What follows belongs to an exercise in optimizing a design on an open flow for small area and a short achievable clock period; a production flow would make more cautious choices. Function was not checked in any run shown here: the RTL went through the layout flow alone. No activity file was given, so power comes from the tool's default toggle rates.

## constraint.sdc

```tcl
create_clock -name core_clock -period 6.0 [get_ports {clk}]
set_input_delay 1.2000 -clock core_clock [delete_from_list [all_inputs] [get_ports {clk}]]
set_output_delay 1.2000 -clock core_clock [all_outputs]
set_load 0.01 [all_outputs]
```

## run.sh

```bash
#!/bin/bash
# synth_recipe.tcl (not shown) runs the flow's synth.tcl, then flattens the netlist and writes it again
# the make line also repeats each setting of config.mk as NAME=value (left out here)
make -C /OpenROAD-flow-scripts/flow DESIGN_CONFIG=/design/flow/config.mk WORK_HOME=/design/flow/orfs CLKGATE_MAP_FILE= SYNTH_SCRIPT=/design/flow/synth_recipe.tcl finish
```

## design.v

```verilog
module decode(
	clk,
	rst_n,
	data_in,
	data_out
	);
	input clk;
	input rst_n;
	input [1:0] data_in;	 
	output reg data_out;
	reg [4:0] m;
	reg [6:0] p0, p1, p2, p3;
	reg [15:0] lf;
	reg old;	 
	wire clr = (lf == 16'h1a00);
	wire [15:0] lf_nx = {lf[14:0], lf[15]^lf[13]^lf[12]^lf[10]^clr};
	reg [4:0] mn;
	reg [3:0] dec;
	reg [1:0] sel;
	always @(*) begin
		case ({m, data_in})
			7'b00000_00: begin mn = 5'd1; dec = 4'b1010; sel = 2'd0; end
			7'b00000_01: begin mn = 5'd2; dec = 4'b1000; sel = 2'd1; end
			7'b00000_10: begin mn = 5'd2; dec = 4'b0100; sel = 2'd3; end
			7'b00000_11: begin mn = 5'd1; dec = 4'b1001; sel = 2'd2; end
			7'b00001_00: begin mn = 5'd3; dec = 4'b0010; sel = 2'd0; end
			7'b00001_01: begin mn = 5'd4; dec = 4'b1000; sel = 2'd1; end
			7'b00001_10: begin mn = 5'd5; dec = 4'b0100; sel = 2'd1; end
			7'b00001_11: begin mn = 5'd6; dec = 4'b0001; sel = 2'd0; end
			7'b00010_00: begin mn = 5'd6; dec = 4'b1110; sel = 2'd2; end
			7'b00010_01: begin mn = 5'd5; dec = 4'b1011; sel = 2'd3; end
			7'b00010_10: begin mn = 5'd4; dec = 4'b0111; sel = 2'd3; end
			7'b00010_11: begin mn = 5'd3; dec = 4'b1101; sel = 2'd2; end
			7'b00011_00: begin mn = 5'd7; dec = 4'b1010; sel = 2'd0; end
			7'b00011_01: begin mn = 5'd0; dec = 4'b1000; sel = 2'd0; end
			7'b00011_10: begin mn = 5'd0; dec = 4'b0100; sel = 2'd0; end
			7'b00011_11: begin mn = 5'd8; dec = 4'b1001; sel = 2'd0; end
			7'b00100_00: begin mn = 5'd8; dec = 4'b1010; sel = 2'd2; end
			7'b00100_01: begin mn = 5'd0; dec = 4'b1011; sel = 2'd2; end
			7'b00100_10: begin mn = 5'd0; dec = 4'b0111; sel = 2'd2; end
			7'b00100_11: begin mn = 5'd7; dec = 4'b1001; sel = 2'd2; end
			7'b00101_00: begin mn = 5'd0; dec = 4'b1110; sel = 2'd0; end
			7'b00101_01: begin mn = 5'd9; dec = 4'b1000; sel = 2'd3; end
			7'b00101_10: begin mn = 5'd10; dec = 4'b0100; sel = 2'd3; end
			7'b00101_11: begin mn = 5'd0; dec = 4'b1101; sel = 2'd2; end
			7'b00110_00: begin mn = 5'd0; dec = 4'b0010; sel = 2'd0; end
			7'b00110_01: begin mn = 5'd10; dec = 4'b1000; sel = 2'd1; end
			7'b00110_10: begin mn = 5'd9; dec = 4'b0100; sel = 2'd1; end
			7'b00110_11: begin mn = 5'd0; dec = 4'b0001; sel = 2'd2; end
			7'b00111_00: begin mn = 5'd11; dec = 4'b0000; sel = 2'd0; end
			7'b00111_01: begin mn = 5'd12; dec = 4'b1000; sel = 2'd0; end
			7'b00111_10: begin mn = 5'd13; dec = 4'b0100; sel = 2'd0; end
			7'b00111_11: begin mn = 5'd14; dec = 4'b0000; sel = 2'd0; end
			7'b01000_00: begin mn = 5'd15; dec = 4'b0010; sel = 2'd0; end
			7'b01000_01: begin mn = 5'd16; dec = 4'b1000; sel = 2'd1; end
			7'b01000_10: begin mn = 5'd17; dec = 4'b0000; sel = 2'd1; end
			7'b01000_11: begin mn = 5'd18; dec = 4'b0001; sel = 2'd0; end
			7'b01001_00: begin mn = 5'd18; dec = 4'b1110; sel = 2'd2; end
			7'b01001_01: begin mn = 5'd17; dec = 4'b1011; sel = 2'd3; end
			7'b01001_10: begin mn = 5'd16; dec = 4'b1111; sel = 2'd3; end
			7'b01001_11: begin mn = 5'd15; dec = 4'b1101; sel = 2'd2; end
			7'b01010_00: begin mn = 5'd14; dec = 4'b1110; sel = 2'd2; end
			7'b01010_01: begin mn = 5'd13; dec = 4'b1011; sel = 2'd2; end
			7'b01010_10: begin mn = 5'd12; dec = 4'b0111; sel = 2'd2; end
			7'b01010_11: begin mn = 5'd11; dec = 4'b1101; sel = 2'd2; end
			7'b01011_00: begin mn = 5'd19; dec = 4'b1000; sel = 2'd0; end
			7'b01011_01: begin mn = 5'd1; dec = 4'b1000; sel = 2'd0; end
			7'b01011_10: begin mn = 5'd1; dec = 4'b0100; sel = 2'd0; end
			7'b01011_11: begin mn = 5'd20; dec = 4'b1000; sel = 2'd0; end
			7'b01100_00: begin mn = 5'd1; dec = 4'b0010; sel = 2'd0; end
			7'b01100_01: begin mn = 5'd4; dec = 4'b1000; sel = 2'd1; end
			7'b01100_10: begin mn = 5'd5; dec = 4'b0100; sel = 2'd1; end
			7'b01100_11: begin mn = 5'd1; dec = 4'b0001; sel = 2'd2; end
			7'b01101_00: begin mn = 5'd3; dec = 4'b1010; sel = 2'd0; end
			7'b01101_01: begin mn = 5'd2; dec = 4'b1000; sel = 2'd1; end
			7'b01101_10: begin mn = 5'd2; dec = 4'b0100; sel = 2'd3; end
			7'b01101_11: begin mn = 5'd6; dec = 4'b1001; sel = 2'd0; end
			7'b01110_00: begin mn = 5'd2; dec = 4'b0010; sel = 2'd1; end
			7'b01110_01: begin mn = 5'd21; dec = 4'b1000; sel = 2'd1; end
			7'b01110_10: begin mn = 5'd22; dec = 4'b0000; sel = 2'd1; end
			7'b01110_11: begin mn = 5'd2; dec = 4'b0001; sel = 2'd1; end
			7'b01111_00: begin mn = 5'd1; dec = 4'b1110; sel = 2'd0; end
			7'b01111_01: begin mn = 5'd5; dec = 4'b1000; sel = 2'd3; end
			7'b01111_10: begin mn = 5'd4; dec = 4'b0100; sel = 2'd3; end
			7'b01111_11: begin mn = 5'd1; dec = 4'b1101; sel = 2'd2; end
			7'b10000_00: begin mn = 5'd20; dec = 4'b1010; sel = 2'd2; end
			7'b10000_01: begin mn = 5'd1; dec = 4'b1011; sel = 2'd2; end
			7'b10000_10: begin mn = 5'd1; dec = 4'b0111; sel = 2'd2; end
			7'b10000_11: begin mn = 5'd19; dec = 4'b1001; sel = 2'd2; end
			7'b10001_00: begin mn = 5'd2; dec = 4'b1110; sel = 2'd3; end
			7'b10001_01: begin mn = 5'd22; dec = 4'b1000; sel = 2'd3; end
			7'b10001_10: begin mn = 5'd21; dec = 4'b1100; sel = 2'd3; end
			7'b10001_11: begin mn = 5'd2; dec = 4'b1101; sel = 2'd3; end
			7'b10010_00: begin mn = 5'd6; dec = 4'b1010; sel = 2'd2; end
			7'b10010_01: begin mn = 5'd2; dec = 4'b1011; sel = 2'd1; end
			7'b10010_10: begin mn = 5'd2; dec = 4'b0111; sel = 2'd3; end
			7'b10010_11: begin mn = 5'd3; dec = 4'b1001; sel = 2'd2; end
			7'b10011_00: begin mn = 5'd19; dec = 4'b0000; sel = 2'd0; end
			7'b10011_01: begin mn = 5'd23; dec = 4'b1000; sel = 2'd0; end
			7'b10011_10: begin mn = 5'd24; dec = 4'b0100; sel = 2'd0; end
			7'b10011_11: begin mn = 5'd20; dec = 4'b0000; sel = 2'd0; end
			7'b10100_00: begin mn = 5'd25; dec = 4'b0010; sel = 2'd1; end
			7'b10100_01: begin mn = 5'd21; dec = 4'b0000; sel = 2'd1; end
			7'b10100_10: begin mn = 5'd22; dec = 4'b0000; sel = 2'd1; end
			7'b10100_11: begin mn = 5'd26; dec = 4'b0001; sel = 2'd1; end
			7'b10101_00: begin mn = 5'd20; dec = 4'b1111; sel = 2'd2; end
			7'b10101_01: begin mn = 5'd24; dec = 4'b1011; sel = 2'd2; end
			7'b10101_10: begin mn = 5'd23; dec = 4'b0111; sel = 2'd2; end
			7'b10101_11: begin mn = 5'd19; dec = 4'b1111; sel = 2'd2; end
			7'b10110_00: begin mn = 5'd26; dec = 4'b1110; sel = 2'd3; end
			7'b10110_01: begin mn = 5'd22; dec = 4'b1111; sel = 2'd3; end
			7'b10110_10: begin mn = 5'd21; dec = 4'b1111; sel = 2'd3; end
			7'b10110_11: begin mn = 5'd25; dec = 4'b1101; sel = 2'd3; end
			7'b10111_00: begin mn = 5'd3; dec = 4'b0010; sel = 2'd0; end
			7'b10111_01: begin mn = 5'd27; dec = 4'b1000; sel = 2'd1; end
			7'b10111_10: begin mn = 5'd28; dec = 4'b0000; sel = 2'd1; end
			7'b10111_11: begin mn = 5'd6; dec = 4'b0001; sel = 2'd0; end
			7'b11000_00: begin mn = 5'd29; dec = 4'b0000; sel = 2'd0; end
			7'b11000_01: begin mn = 5'd4; dec = 4'b1000; sel = 2'd1; end
			7'b11000_10: begin mn = 5'd5; dec = 4'b0100; sel = 2'd1; end
			7'b11000_11: begin mn = 5'd30; dec = 4'b0000; sel = 2'd0; end
			7'b11001_00: begin mn = 5'd6; dec = 4'b1110; sel = 2'd2; end
			7'b11001_01: begin mn = 5'd28; dec = 4'b1011; sel = 2'd3; end
			7'b11001_10: begin mn = 5'd27; dec = 4'b1111; sel = 2'd3; end
			7'b11001_11: begin mn = 5'd3; dec = 4'b1101; sel = 2'd2; end
			7'b11010_00: begin mn = 5'd30; dec = 4'b1110; sel = 2'd2; end
			7'b11010_01: begin mn = 5'd5; dec = 4'b1011; sel = 2'd3; end
			7'b11010_10: begin mn = 5'd4; dec = 4'b0111; sel = 2'd3; end
			7'b11010_11: begin mn = 5'd29; dec = 4'b1101; sel = 2'd2; end
			7'b11011_00: begin mn = 5'd8; dec = 4'b0010; sel = 2'd2; end
			7'b11011_01: begin mn = 5'd12; dec = 4'b1011; sel = 2'd2; end
			7'b11011_10: begin mn = 5'd13; dec = 4'b0111; sel = 2'd2; end
			7'b11011_11: begin mn = 5'd7; dec = 4'b0001; sel = 2'd2; end
			7'b11100_00: begin mn = 5'd15; dec = 4'b1110; sel = 2'd0; end
			7'b11100_01: begin mn = 5'd9; dec = 4'b1000; sel = 2'd3; end
			7'b11100_10: begin mn = 5'd10; dec = 4'b0100; sel = 2'd3; end
			7'b11100_11: begin mn = 5'd18; dec = 4'b1101; sel = 2'd0; end
			7'b11101_00: begin mn = 5'd7; dec = 4'b1110; sel = 2'd0; end
			7'b11101_01: begin mn = 5'd13; dec = 4'b1000; sel = 2'd0; end
			7'b11101_10: begin mn = 5'd12; dec = 4'b0100; sel = 2'd0; end
			7'b11101_11: begin mn = 5'd8; dec = 4'b1101; sel = 2'd0; end
			7'b11110_00: begin mn = 5'd18; dec = 4'b0010; sel = 2'd2; end
			7'b11110_01: begin mn = 5'd10; dec = 4'b1011; sel = 2'd1; end
			7'b11110_10: begin mn = 5'd9; dec = 4'b0111; sel = 2'd1; end
			7'b11110_11: begin mn = 5'd15; dec = 4'b0001; sel = 2'd2; end
			default: begin mn = 5'd0; dec = 4'b0000; sel = 2'd0; end
		endcase
	end
	reg pick;
	always @(*)
		case (sel)
			2'd0: pick = p0[6];
			2'd1: pick = p1[6];
			2'd2: pick = p2[6];
			default: pick = p3[6];
		endcase
	always @(posedge clk or negedge rst_n)
		if (!rst_n) begin
			lf <= 16'h3400;
			old <= 1'b0;
			m <= 5'd0;
			data_out <= 1'b0;
		end else begin
			lf <= lf_nx;
			old <= ~clr & (old | lf[7]);
			m <= clr ? 5'd0 : mn;
			data_out <= ~clr & old & pick;
		end
	always @(posedge clk) begin
		p0 <= {dec[0] ? p2[5:0] : p0[5:0], dec[0]};
		p1 <= {dec[1] ? p2[5:0] : p0[5:0], dec[1]};
		p2 <= {dec[2] ? p3[5:0] : p1[5:0], dec[2]};
		p3 <= {dec[3] ? p3[5:0] : p1[5:0], dec[3]};
	end
endmodule
```

## config.mk

```make
export PLATFORM = sky130hd
export DESIGN_NAME = decode
export DESIGN_NICKNAME = decode
export VERILOG_FILES = /design/flow/design.v
export SDC_FILE = /design/flow/constraint.sdc
export NUM_CORES = 4
export LEC_CHECK = 0
export CAP_MARGIN = 20
export CORE_MARGIN = 2
export CORE_UTILIZATION = 40
export PLACE_DENSITY = 0.6
export SLEW_MARGIN = 20
```

==> metrics.cfg, run 1 <==
[route]
wirelength_mm = 7.79
vias = 2780
route.met2.wl_mm = 3.56
avgRoutedWirePerCell_um = 16.7
wl_met3_um = 362
dr.pass1.iters = 5
wl_met1_mm = 3.80
drcViolationCount = 0
top_layer = met4
drtAntennaViolNets = 0
drtIter0Drc = 206
viasPerCell = 5.95

[clock_network]
cts_made_buffers = 5
tritoncts = yes
postCtsHoldBufs = 0
cts_root_buf = clkbuf_8
ctsHtreeMaxLevel = 2
cts_buffer_depth = 2
cts_resized = 0
cts_setup_buffers = 0
cts_sinks = 51
insertion_delay_ps = 290
clk_pin_slew_ps = 90

[layout]
final_nets = 377
multi_input_area_um2 = 2060
n_antenna_cell = 0
drive_above_1_share_pct = 16.6
final-seq-area_um2 = 1140
fill_cells = 818
syn2layout_area_growth_pct = 3.43

[power_and_ir_drop]
vdd_drop_max_mv = 0.269
leakage_nw = 1.40
cellPowerDensity_nw_per_um2 = 569
finalPower_w = 0.00202

[sta]
tightest_slew_ps = 826
finalCritPeriodShare_pct = 66.5
max_freq_mhz = 251
rsz0062_at_grt = false
finalHoldViolCount = 0
period_needed_ps = 3990
finalClockSkew_ps = 3.15
whs_ps = 376
maxSlewViolCount = 0
setup_viol = 0
tns_ps = 0
slew_headroom_pct = 44.9

[synth]
ys_seq_elements = 51
ys_types = 73
synthCells = 380
synth.net_count = 396
async_flop_share_pct = 45.1
ys.flop_type = dfxtp_1
ys_top_cells_by_area = dfxtp_1 (16%), dfrtp_1 (15%), mux2_2 (8.2%)
yosysMostFrequentCell = nor2_1
synth.largest_area_cell = dfxtp_1
syn_area_um2 = 3430
synth_seq_area_share_pct = 33.3
synth_top_area_share_pct = 16.4
synth_edf_count = 0
yosys_warnings = 1
yosys-top-cells-count = nor2_1 (32), nand2_1 (29), dfxtp_1 (28), a21oi_1 (27), mux2_2 (25)
avgSynthCellArea_um2 = 9.02

[critical_path]
critPathKind = input pin to flip-flop
worstPathArrival_ps = 4180
worstSetupStartpointType = input pin
critPathSlowestCell = clkdlybuf4s50_1
path_cells = clkdlybuf4s50_1, inv_1, ha_1, a21oi_1, a2111oi_0, o21ai_1, a21oi_4, mux2_2
cp_max_fo = 15
crit_family = compound AO/OA/AOI/OAI gates
critPathMaxStageDelay_ps = 670
end_kind = flip-flop
required_ps = 6190
crit_buf_inv = 2

[hold_path]
hold_path_class = flip-flop to flip-flop

[floorplanning]
dieArea_um2 = 9320
ios = 5
core.rowCount = 33
fp.dieH_um = 96.5
die_w_um = 96.5
start_util_pct = 41.5
coreArea_um2 = 8260

[grt]
antenna_found_initial = 0
grt_pass1_vias = 2513
grt_max_degree = 60
grt_pass1_wl_mm = 12.9
grt_overflow = 0
grt_use_total_pct = 17.6

[place]
place_congestion = 0.902
io_buffers = 4
place_hpwl_mm = 5.26

[run]
drv_cap = 0

[status]
outcome = finished clean

[cells in the final DEF, fill, tap and decap left out, types with 3 or more instances in the layout]
cell              n
o311ai_1          3
o211ai_1          4
dfrtp_1          20
mux2_2           25
nor3_1           10
a211oi_1          9
nor2b_1          10
a21oi_1          27
and2_1            3
clkdlybuf4s50_1   3
a32oi_1           3
o22ai_1           3
inv_1             8
clkbuf_8          6
o21ai_0          20
dfxtp_1          28
nand2b_1          7
dfstp_2           3
a221oi_1          4
xnor2_1           4
ha_1             12
xor2_1            5
mux2i_1           8
or2_2             4
nor2_1           32
buf_4             4
a31oi_1           7
nand3_1           5
nand2_1          29
[sequential cells by signal, indices dropped and copies added (netlist names)]
register and count:
p3 7, data_out 1, m 5, p1 7, p2 7, old 1, lf 16, p0 7
[report_power, final]
group,switching [W],internal [W]
Clock,0.000104,0.000135
Sequential,0.000112,0.000466
Combinational,0.000670,0.000531
Total,0.000886,0.00113
[worst paths after layout]
path	startpoint	end	slack, ps	cells past startpoint
setup reg to reg	m[0]$_DFF_PN0_	data_out$_DFF_PN0_	3060	9
hold / removal	lf[3]$_DFF_PN0_	lf[4]$_DFF_PN0_	380	0
max in group asynchronous	rst_n	lf[13]$_DFF_PN1_	4800	1
hold reg to reg	lf[3]$_DFF_PN0_	lf[4]$_DFF_PN0_	380	0
min in group asynchronous	rst_n	lf[9]$_DFF_PN0_	850	1
setup / recovery	data_in[1]	p3[2]$_DFF_P_	2010	8
[logic make-up after synthesis]
logic type                 synth area share [%]
and+or+nand+nor                            16.8
muxes                                      11.5
xor gates and xnor gates                   2.30
adders and majority gates                  4.67
DFF                                        33.3
AOI/OAI and AO/OA                          24.7
buffers and inverters                      6.72
[through the flow]
stage	cell area, µm²	cells	utilization, %	setup slack [ps]
floorplan	3430	380	-	2850
detailed placement	3430	459	41.5	1720
CTS	3550	467	43.0	2020
finish	3540	467	42.9	2010
global route	3540	467	42.9	1720
global placement	3430	459	41.5	1900
[routing by layer]
layer | GRT usage (%) | vias to the layer above
met4 | 5.63 | 0
met5 | 0 | -
met1 | 25.6 | 1342
li1 | - | 1351
met2 | 27.3 | 79
met3 | 1.94 | 8
[worst register-to-register path, delay by kind of cell, from the launching register on]
kind                       cells  cell delay, ps
and+or+nand+nor                2             170
AOI/OAI and AO/OA              4            1070
adders and majority gates      1             370
DFF                            1             370
buffers and inverters          2             870
[layout make-up]
type | count | share of cell area [%]
well taps | 105 | 3.71
multi-input cells | 286 | 58.0
repair buffers | 8 | 1.84
clock inverters | 2 | 0.989
inverters | 9 | 0.953
flip-flops and latches | 51 | 32.2
clock buffers | 6 | 2.33
==> run 2: changes to the inputs <==
--- a/config.mk
+++ b/config.mk
@@ -5,8 +5,10 @@
 export SDC_FILE = /design/flow/constraint.sdc
 export NUM_CORES = 4
 export LEC_CHECK = 0
+export ABC_CLOCK_PERIOD_IN_PS = 2000
 export CAP_MARGIN = 20
 export CORE_MARGIN = 2
 export CORE_UTILIZATION = 40
 export PLACE_DENSITY = 0.6
+export SETUP_SLACK_MARGIN = 3.5
 export SLEW_MARGIN = 20
==> run 2 against run 1 <==
Against the previous run:
- cell count grew 6.4%
- synthesized cell count unchanged
- final area is 13% higher
- synthesized area is the same
- largest cell class unchanged
- first-iteration DRC count rose by 28%
- still clean
==> metrics.cfg, run 2 <==
[run]
drv_cap = 0  ; unchanged

[floorplanning]
start_util_pct = 41.5  ; unchanged
die_w_um = 96.5  ; unchanged
dieArea_um2 = 9320  ; unchanged
coreArea_um2 = 8260  ; unchanged
fp.dieH_um = 96.5  ; unchanged
ios = 5  ; unchanged
core.rowCount = 33  ; unchanged

[route]
avgRoutedWirePerCell_um = 18.1  ; +8.2%
drtAntennaViolNets = 0  ; unchanged
dr.pass1.iters = 5  ; unchanged
vias = 3041  ; +9.4%
drtIter0Drc = 263  ; +28%
viasPerCell = 6.12  ; +2.8%
drcViolationCount = 0  ; unchanged
wirelength_mm = 8.97  ; +15%

[synth]
ys_top_cells_by_area = dfxtp_1 (16%), dfrtp_1 (15%), mux2_2 (8.2%)
ys.flop_type = dfxtp_1
synth_edf_count = 0  ; unchanged
synth_top_area_share_pct = 16.4  ; unchanged
yosys-top-cells-count = nor2_1 (32), nand2_1 (29), dfxtp_1 (28), a21oi_1 (27), mux2_2 (25)
yosysMostFrequentCell = nor2_1
avgSynthCellArea_um2 = 9.02  ; unchanged
ys_types = 73  ; unchanged
async_flop_share_pct = 45.1  ; unchanged
yosys_warnings = 1  ; unchanged
synth_seq_area_share_pct = 33.3  ; unchanged
syn_area_um2 = 3430  ; unchanged
synth.largest_area_cell = dfxtp_1
synthCells = 380  ; unchanged
synth.net_count = 396  ; unchanged
ys_seq_elements = 51  ; unchanged

[power_and_ir_drop]
leakage_nw = 1.61  ; +15%
cellPowerDensity_nw_per_um2 = 548  ; -3.7%
vdd_drop_max_mv = 0.293  ; +8.9%
finalPower_w = 0.00220  ; +9.3%

[layout]
fin_area_um2 = 4020  ; +13%
layout_commonest_cell = nor2_1
final-seq-area_um2 = 1140  ; +0.22%
final_cell_mix = nor2_1 (30), nand2_1 (29), dfxtp_1 (28)
n_antenna_cell = 0  ; unchanged
drive_above_1_share_pct = 30.6  ; +14 points
largest_register_ffs = 16  ; unchanged
largest-register = lf
multi_input_area_um2 = 2230  ; +8.6%
instances_no_fill = 497  ; +6.4%
syn2layout_area_growth_pct = 17.4
fill_cells = 788  ; -3.7%
final_nets = 407  ; +8.0%

[critical_path]
r2r_setup_slack_ps = 3520  ; +460 ps
r2r_cells = 7  ; -2
critPathKind = input pin to flip-flop
worstSetupStartpointType = input pin
worstPathArrival_ps = 2830  ; -1350 ps
cp_max_fo = 7  ; -8
required_ps = 6150  ; -40 ps
end_kind = flip-flop

[clock_network]
insertion_delay_ps = 300  ; about the same
cts_made_buffers = 5  ; unchanged
clk_pin_slew_ps = 90  ; about the same
cts_buffer_depth = 2  ; unchanged
cts_root_buf = clkbuf_8
tritoncts = yes
ctsHtreeMaxLevel = 2  ; unchanged
cts_sinks = 51  ; unchanged

[sta]
maxSlewViolCount = 0  ; unchanged
period_needed_ps = 2680  ; -1310 ps
slew_headroom_pct = 61.1  ; +16 points
max_freq_mhz = 373  ; +49%
tns_ps = 0  ; unchanged
tightest_slew_ps = 579  ; -248 ps
finalClockSkew_ps = 7.76  ; +4.61 ps
rsz0062_at_grt = true
finalHoldViolCount = 0  ; unchanged
setup_viol = 0  ; unchanged
setup_slack_ps = 3320  ; +1310 ps
finalCritPeriodShare_pct = 44.6  ; -22 points

[place]
io_buffers = 4  ; unchanged
placed_area_um2 = 3490  ; +1.7%
placed_cells = 460  ; +0.22%
place_congestion = 0.818  ; -9.2%
place_hpwl_mm = 5.25  ; -0.12%
place_ws_ps = 1900  ; +179 ps

[grt]
grt_max_degree = 60  ; unchanged
grt_pass1_wl_mm = 14.1  ; +8.9%
grt_pass1_vias = 2722  ; +8.3%
antenna_found_initial = 0  ; unchanged
grt_use_total_pct = 19.8  ; +2.2 points
grt_overflow = 0  ; unchanged

[hold_path]
hold_path_class = flip-flop to flip-flop
worstHoldPathCells = 0  ; unchanged

[status]
outcome = finished clean

[run 2: cell counts after synthesis]
No cell type changed its count.
[run 2: final timing paths]
kind	startpoint	endpoint
setup / recovery	data_in[1]	m[3]$_DFF_PN0_
hold / removal	lf[4]$_DFF_PN0_	lf[5]$_DFF_PN0_
setup reg to reg	m[1]$_DFF_PN0_	p2[3]$_DFF_P_
hold reg to reg	lf[4]$_DFF_PN0_	lf[5]$_DFF_PN0_
max in group asynchronous	rst_n	m[1]$_DFF_PN0_
min in group asynchronous	rst_n	lf[3]$_DFF_PN0_
[run 2: logic make-up after synthesis]
group           Yosys count  synth area share (%)
compound gates          115                  24.7
simple gates            114                  16.8
flops                    51                  33.3
buf+inv                  43                  6.72
mux                      35                  11.5
fa+ha+maj                13                  4.67
xor+xnor                  9                  2.30
[run 2: routing by layer]
layer | GRT usage (%) | routed length [µm]
met1 | 27.8 | 3950
met2 | 31.0 | 4160
met3 | 3.49 | 633
met4 | 6.46 | 223
met5 | 0 | 0
[run 2: power by group]
group / internal, W / switching (W)
Sequential: 0.000468 / 0.0000706
Clock: 0.000105 / 0.000109
Combinational: 0.000661 / 0.000790
Total: 0.00124 / 0.000969
[run 2: what timing repair did]
action | 4_1_cts | 5_1_grt
setup endpoints to repair | 34 | 31
hold buffers | 0 | 0
pin swaps | 16 | 21
gates resized for setup | 39 | 28
buffers inserted | 18 | 11
[run 2: critical path: stages]
cell,delay [ps]
buf_16,110
clkinv_8,60
buf_6,110
ha_4,250
or2_4,290
a221o_1,320
a32oi_1,160
o21ai_1,120
nor2_1,140
a311oi_2,60
[run 2: metrics by stage]
step                      hold WS, ps  utilization [%]
final                             375             48.7
after floorplan                   346                -
after CTS                         376             46.6
after global placement            351             42.2
after detailed placement          352             42.2
after global routing              387             48.7
[run 2: area by class of cell]
cell class,instances,share of cell area (%)
multi-input combinational,286,55.5
sequential,51,28.4
timing repair buffer,38,8.96
tap,105,3.27
clock buffer,7,2.40
inverter,9,1.31
clock inverter,1,0.156
==> run 3: changes to the inputs <==
--- a/config.mk
+++ b/config.mk
@@ -10,5 +10,5 @@
 export CORE_MARGIN = 2
 export CORE_UTILIZATION = 40
 export PLACE_DENSITY = 0.6
-export SETUP_SLACK_MARGIN = 3.5
+export SETUP_SLACK_MARGIN = 4.0
 export SLEW_MARGIN = 20
==> run 3 against run 2 <==
Against the previous run:
- clock skew increased by 3.4 ps
- critical path depth up 1
- sequential share of layout area is 2.5 points lower
- critical path type unchanged
- largest cell class unchanged
==> metrics.cfg, run 3 <==
[power_and_ir_drop]
cellPowerDensity_nw_per_um2 = 548  ; about the same
pwr-share-comb_pct = 70.1  ; +4.3 points
leakage_nw = 1.78  ; +11%
power_frac_clock_pct = 8.2  ; -1.5 points
swShare_pct = 43.8  ; -0.17 points
intPower_w = 0.00136  ; +10%
p_seq_share_pct = 21.8  ; -2.6 points
vdd_drop_max_mv = 0.300  ; +2.4%
p_sw_w = 0.00106  ; +9.4%

[grt]
antenna_found_initial = 0  ; unchanged
grt_use_total_pct = 20.6  ; +0.73 points
grt_max_degree = 64  ; +6.7%
grt_pass1_vias = 2851  ; +4.7%
grt_overflow = 0  ; unchanged
grt_pass1_wl_mm = 14.6  ; +4.0%

[synth]
synth.net_count = 396  ; unchanged
yosys-top-cells-count = nor2_1 (32), nand2_1 (29), dfxtp_1 (28), a21oi_1 (27), mux2_2 (25)
avgSynthCellArea_um2 = 9.02  ; unchanged
synth_edf_count = 0  ; unchanged
ys_types = 73  ; unchanged
synthCells = 380  ; unchanged
ys_top_cells_by_area = dfxtp_1 (16%), dfrtp_1 (15%), mux2_2 (8.2%)
synth.largest_area_cell = dfxtp_1
synth_seq_area_share_pct = 33.3  ; unchanged
yosys_warnings = 1  ; unchanged
ys_seq_elements = 51  ; unchanged
ys.flop_type = dfxtp_1
async_flop_share_pct = 45.1  ; unchanged
synth_top_area_share_pct = 16.4  ; unchanged
syn_area_um2 = 3430  ; unchanged
yosysMostFrequentCell = nor2_1

[sta]
period_needed_ps = 2680  ; +5.45 ps
maxSlewViolCount = 0  ; unchanged
setup_viol = 0  ; unchanged
max_freq_mhz = 373  ; -0.20%
setup_slack_ps = 3320  ; -5.45 ps
slew_headroom_pct = 62.6  ; +1.4 points
finalClockSkew_ps = 11.2  ; +3.41 ps
tightest_slew_ps = 562  ; -16.9 ps
finalCritPeriodShare_pct = 44.7  ; +0.091 points
tns_ps = 0  ; unchanged
rsz0062_at_grt = true
finalHoldViolCount = 0  ; unchanged

[layout]
n_antenna_cell = 0  ; unchanged
syn2layout_area_growth_pct = 29.0
post-route-util_pct = 53.5  ; +4.8 points
drive_above_1_share_pct = 38.9  ; +8.3 points
instances_no_fill = 519  ; +4.4%
final_cell_mix = buf_4 (37), nor2_1 (28), dfxtp_1 (28)
layout_commonest_cell = buf_4
fin_area_um2 = 4420  ; +9.9%
largest_register_ffs = 16  ; unchanged
final_nets = 429  ; +5.4%
largest-register = lf

[critical_path]
cp_max_fo = 6  ; -1
end_kind = flip-flop
worstPathArrival_ps = 2880  ; +50 ps
critPathKind = input pin to flip-flop
required_ps = 6200  ; +50 ps
worstSetupStartpointType = input pin

[status]
outcome = finished clean

[clock_network]
cts_buffer_depth = 2  ; unchanged
cts_sinks = 51  ; unchanged
cts_root_buf = clkbuf_8
cts_made_buffers = 5  ; unchanged
ctsHtreeMaxLevel = 2  ; unchanged
tritoncts = yes
clk_pin_slew_ps = 100  ; about the same
insertion_delay_ps = 310  ; about the same

[route]
viasPerCell = 6.04  ; -1.2%
drtIter0Drc = 330  ; +25%
drcViolationCount = 0  ; unchanged
vias = 3137  ; +3.2%
drtAntennaViolNets = 0  ; unchanged
dr.pass1.iters = 5  ; unchanged
wirelength_mm = 9.59  ; +6.9%
avgRoutedWirePerCell_um = 18.5  ; +2.4%

[place]
io_buffers = 4  ; unchanged
place_hpwl_mm = 5.26  ; +0.14%
placed_cells = 460  ; unchanged
place_congestion = 0.819  ; +0.11%
place_ws_ps = 1990  ; +93.6 ps
placed_area_um2 = 3490  ; +0.14%

[floorplanning]
core.rowCount = 33  ; unchanged
dieArea_um2 = 9320  ; unchanged
start_util_pct = 41.5  ; unchanged
ios = 5  ; unchanged
die_w_um = 96.5  ; unchanged
fp.dieH_um = 96.5  ; unchanged
coreArea_um2 = 8260  ; unchanged

[run]
drv_cap = 0  ; unchanged

[hold_path]
hold_path_class = flip-flop to flip-flop

[run 3: layout make-up]
type                       instances  area [µm²]
sequential                        51        1150
clock buffer                       6        72.6
multi-input combinational        286        2390
tap                              105         131
fill                             742        3840
inverter                           9        58.8
timing repair buffer              60         601
clock inverter                     2        15.0
[run 3: cells by family after synthesis]
| kind of cell | share of synthesized area (%) |
|---|---|
| AO/OA/AOI/OAI | 24.7 |
| AND/OR/NAND/NOR | 16.8 |
| flip-flops | 33.3 |
| buffers and inverters | 6.72 |
| multiplexers | 11.5 |
| adder cells (fa/ha/maj) | 4.67 |
| XOR/XNOR | 2.30 |
[run 3: power groups by stage]
stage               registers (W)  clock network [W]  logic, W
floorplan                0.000513                  0   0.00112
global placement         0.000541                  0   0.00127
detailed placement       0.000542                  0   0.00128
CTS                      0.000540           0.000206   0.00147
global route             0.000540           0.000224   0.00182
finish                   0.000527           0.000198   0.00170
[run 3: final timing paths]
path	cells after the start	start	slack (ps)	endpoint
max	11	data_in[1]	3320	data_out$_DFF_PN0_
min in group asynchronous	1	rst_n	840	lf[5]$_DFF_PN0_
min	0	lf[4]$_DFF_PN0_	380	lf[5]$_DFF_PN0_
max in group asynchronous	1	rst_n	4790	m[3]$_DFF_PN0_
min reg2reg	0	lf[4]$_DFF_PN0_	380	lf[5]$_DFF_PN0_
max reg2reg	10	m[0]$_DFF_PN0_	3410	data_out$_DFF_PN0_
[run 3: layer usage]
metal	wire length, µm	share of wire, %	vias to the layer above	GRT usage, %
li1	-	-	1447	-
met1	4310	45	1512	29.2
met2	4430	46	153	32.1
met3	608	6.3	25	2.95
met4	244	2.5	0	6.81
met5	0	0	-	0
[run 3: timing repair]
| action | 4_1_cts | 5_1_grt |
|---|---|---|
| gates resized for setup | 71 | 48 |
| endpoints found under the setup margin | 56 | 37 |
| buffers inserted | 35 | 15 |
| pin swaps | 17 | 33 |
| gates cloned | 1 | 0 |
| hold buffers | 0 | 0 |
| hold endpoints to repair | 0 | 0 |
[run 3: critical path, cell delays in order]
cell and delay [ps]:
buf_12 100, clkinv_8 50, buf_6 120, ha_4 260
buf_6 120, xnor2_2 130, nor4_2 70, nor3_2 280
o311ai_2 180, o311ai_1 300, a21oi_1 60
[run 3: stage by stage]
stage / hold WS, ps / power, W
6_report: 378 / 0.00242
5_1_grt: 393 / 0.00258
4_1_cts: 380 / 0.00222
3_5_place_dp: 356 / 0.00182
3_3_place_gp: 351 / 0.00181
2_1_floorplan: 346 / 0.00163

==> port drivers added, routing unchanged <==
No port has a modelled driver above. Below, the same layouts with a new extraction and two added sets of constraints. Step 1, drivers: a clkbuf_16 drives clk and a buf_2 each remaining input, both assumed. Step 2 times the ports against the registers' clock, not the clock port: input delays grow and output delays shrink by t, the midpoint of the rising clock arrivals with the driver on. a / b / c = ideal ports / drivers / drivers and shift; a / b = the first two.
run	shift t [ns]	setup slack, ns	hold WS [ns]	cell pins on the clock port's net
run 1	0.315	2.009 / 2.010 / 1.695	0.376 / 0.376 / 0.376	1
run 2	0.322	3.321 / 3.262 / 2.940	0.375 / 0.375 / 0.375	1
run 3	0.328	3.316 / 3.251 / 2.924	0.378 / 0.378 / 0.378	1
After both steps setup and hold are still met in every run listed. The setup slack of run 3, which loses most, moves by -0.065 ns with the drivers and by -0.392 ns with both steps.
